From an optimization exercise on the open Yosys and OpenROAD flow, aimed at small area; shortcuts taken in it are not production practice. In this exercise RTL edits were held to simulation tests only and were not proved equivalent to the original. Power figures rest on the tool's default switching activity, not on a simulated workload.

Design magnitude_wrapper, start of the top module:
module magnitude_wrapper(
	input aclk,
	input aresetn,
	input s_i_data_valid,
	output reg s_o_data_ready,
	input [31:0] s_i_data,
	output reg m_o_data_valid,
	input m_i_data_ready,
	output [31:0] m_o_data
    );
For scale: about 110 flip-flops, ~70 I/O pins, about 0.0071 sq mm of cells after synthesis.
Settings: LEC_CHECK=0, CAP_MARGIN=20, CORE_MARGIN=2, CORE_UTILIZATION=40, SLEW_MARGIN=20, SYNTH_HIERARCHICAL=1, SYNTH_MINIMUM_KEEP_SIZE=0; clock period 10.0 ns.
run.sh (not shown) runs the stock make flow with config.mk's settings and CLKGATE_MAP_FILE= SYNTH_SCRIPT=/design/flow/synth_recipe.tcl, a recipe that flattens the netlist after the stock synthesis.
Rerun with:
==> flow/flow/run.sh (new file) <==
#!/bin/bash
# Standard layout, but the port buffers are the smallest plain buffer and
# the clock tree uses smaller buffers without dummy loads.
set -euo pipefail
export BUFFER_PORTS_ARGS="-buffer_cell sky130_fd_sc_hd__buf_1"
export CTS_ARGS="-sink_clustering_enable -repair_clock_nets -dont_use_dummy_load -buf_list sky130_fd_sc_hd__clkbuf_8"
bash standard.sh finish > standard_flow.log 2>&1
==> flow/standard.sh (new file) <==
#!/bin/bash
# synth_recipe.tcl (not shown) runs the flow's synth.tcl, then flattens the netlist and writes it again
# the make line also repeats each setting of config.mk as NAME=value (left out here)
make -C /OpenROAD-flow-scripts/flow DESIGN_CONFIG=/design/flow/config.mk WORK_HOME=/design/flow/orfs CLKGATE_MAP_FILE= SYNTH_SCRIPT=/design/flow/synth_recipe.tcl "${@:-finish}"
removed: flow/run.sh
=> Wire length shrinks by 2.4%; count of clock-buffer cells in the layout stays the same; register-to-register slack loses 0.02 ns.
Rerun with:
==> flow/flow/run.sh (replaced) <==
#!/bin/bash
# Standard layout, but the port buffers are the smallest plain buffer and
# the clock tree uses smaller buffers without dummy loads.
set -euo pipefail
export BUFFER_PORTS_ARGS="-buffer_cell sky130_fd_sc_hd__buf_1"
export CTS_ARGS="-sink_clustering_enable -repair_clock_nets -dont_use_dummy_load -root_buf sky130_fd_sc_hd__clkbuf_8 -buf_list sky130_fd_sc_hd__clkbuf_4"
bash standard.sh finish > standard_flow.log 2>&1
Non-clock buffer count stays the same.
Wire length stays the same.
Power does not change.
Maximum frequency stays the same.
First-iteration DRC count does not change.
Design area stays the same.
Core utilization stays the same.
Combinational power stays flat.
Global-route usage stays the same.

* * *

Setup of v6:
magnitude_wrapper again, from the RTL that the note above started with.
clock: 10.0 ns
lec_check: 0
cap_margin: 20
core_margin: 2
core_utilization: 40
slew_margin: 20
synth_hierarchical: 1
synth_minimum_keep_size: 0
standard.sh (not shown) runs the stock make flow with config.mk's settings and CLKGATE_MAP_FILE= SYNTH_SCRIPT=/design/flow/synth_recipe.tcl, a recipe that flattens the netlist after the stock synthesis.
==> flow/flow/run.sh <==
#!/bin/bash
# Standard layout, but the port buffers are the smallest plain buffer and
# the clock tree uses smaller buffers without dummy loads.
set -euo pipefail
export BUFFER_PORTS_ARGS="-buffer_cell sky130_fd_sc_hd__buf_1"
export CTS_ARGS="-sink_clustering_enable -repair_clock_nets -dont_use_dummy_load -root_buf sky130_fd_sc_hd__clkbuf_8 -tree_buf sky130_fd_sc_hd__clkbuf_4 -sink_clustering_buffer sky130_fd_sc_hd__clkbuf_4 -buf_list sky130_fd_sc_hd__clkbuf_4 -sink_clustering_size 12"
bash standard.sh finish > standard_flow.log 2>&1
Changes in v7 relative to v6:
==> flow/flow/run.sh <==
#!/bin/bash
# Standard layout, but the port buffers are the smallest plain buffer and
# the clock tree uses smaller buffers without dummy loads.
set -euo pipefail
export BUFFER_PORTS_ARGS="-buffer_cell sky130_fd_sc_hd__buf_1"
export CTS_ARGS="-sink_clustering_enable -repair_clock_nets -dont_use_dummy_load -buf_list sky130_fd_sc_hd__clkbuf_8"
bash standard.sh finish > standard_flow.log 2>&1
-- flow/config.mk --
<<< v6, line 10
export CORE_UTILIZATION = 40
export SLEW_MARGIN = 20
>>> v7, line 10
export CORE_UTILIZATION = 40
export GPL_TIMING_DRIVEN = 0
export SLEW_MARGIN = 20
==> comparison <==
Global-route wire length before repair came out lower on v7 than on v6. Relative to v6, the share of the clock period used by the worst path after layout of v7 is higher by 3.7 points. Relative to v6, logic gate share of total power has gone down in v7. v7 against v6; vias per cell is down slightly.

-- re-timing with driven ports --
The results above use ideal ports. As a check the final layouts listed here were re-extracted and re-timed, cells and wires unchanged.
Step 1 assumes that a clkbuf_16 drives the clock port and a buf_2 every other input.
Step 2, shift: input delay + t, output delay - t, t = (earliest + latest rising clock arrival at the registers) / 2. This alone moves slack from input paths to output paths.
a / b / c = ideal / step 1 / step 2; a / b = the first two.
run	t, ns	setup WS [ns]	hold slack, ns	pins driven straight from the clock port
the first run of note 1	0.402	0.351 / 0.370 / -0.032	0.390 / 0.390 / 0.390	1
the second run of note 1	0.408	0.688 / 0.700 / 0.292	0.397 / 0.397 / 0.397	1
the third run of note 1	0.408	0.688 / 0.700 / 0.292	0.397 / 0.397 / 0.397	1
v6	0.408	0.688 / 0.700 / 0.292	0.397 / 0.397 / 0.397	1
v7	0.416	0.315 / 0.331 / -0.085	0.395 / 0.395 / 0.395	1
With both steps, setup timing fails in the first run of note 1 and v7, where it was met with ideal ports. For v7, which loses most, drivers alone change the setup slack by +0.016 ns; drivers and shift together by -0.400 ns.
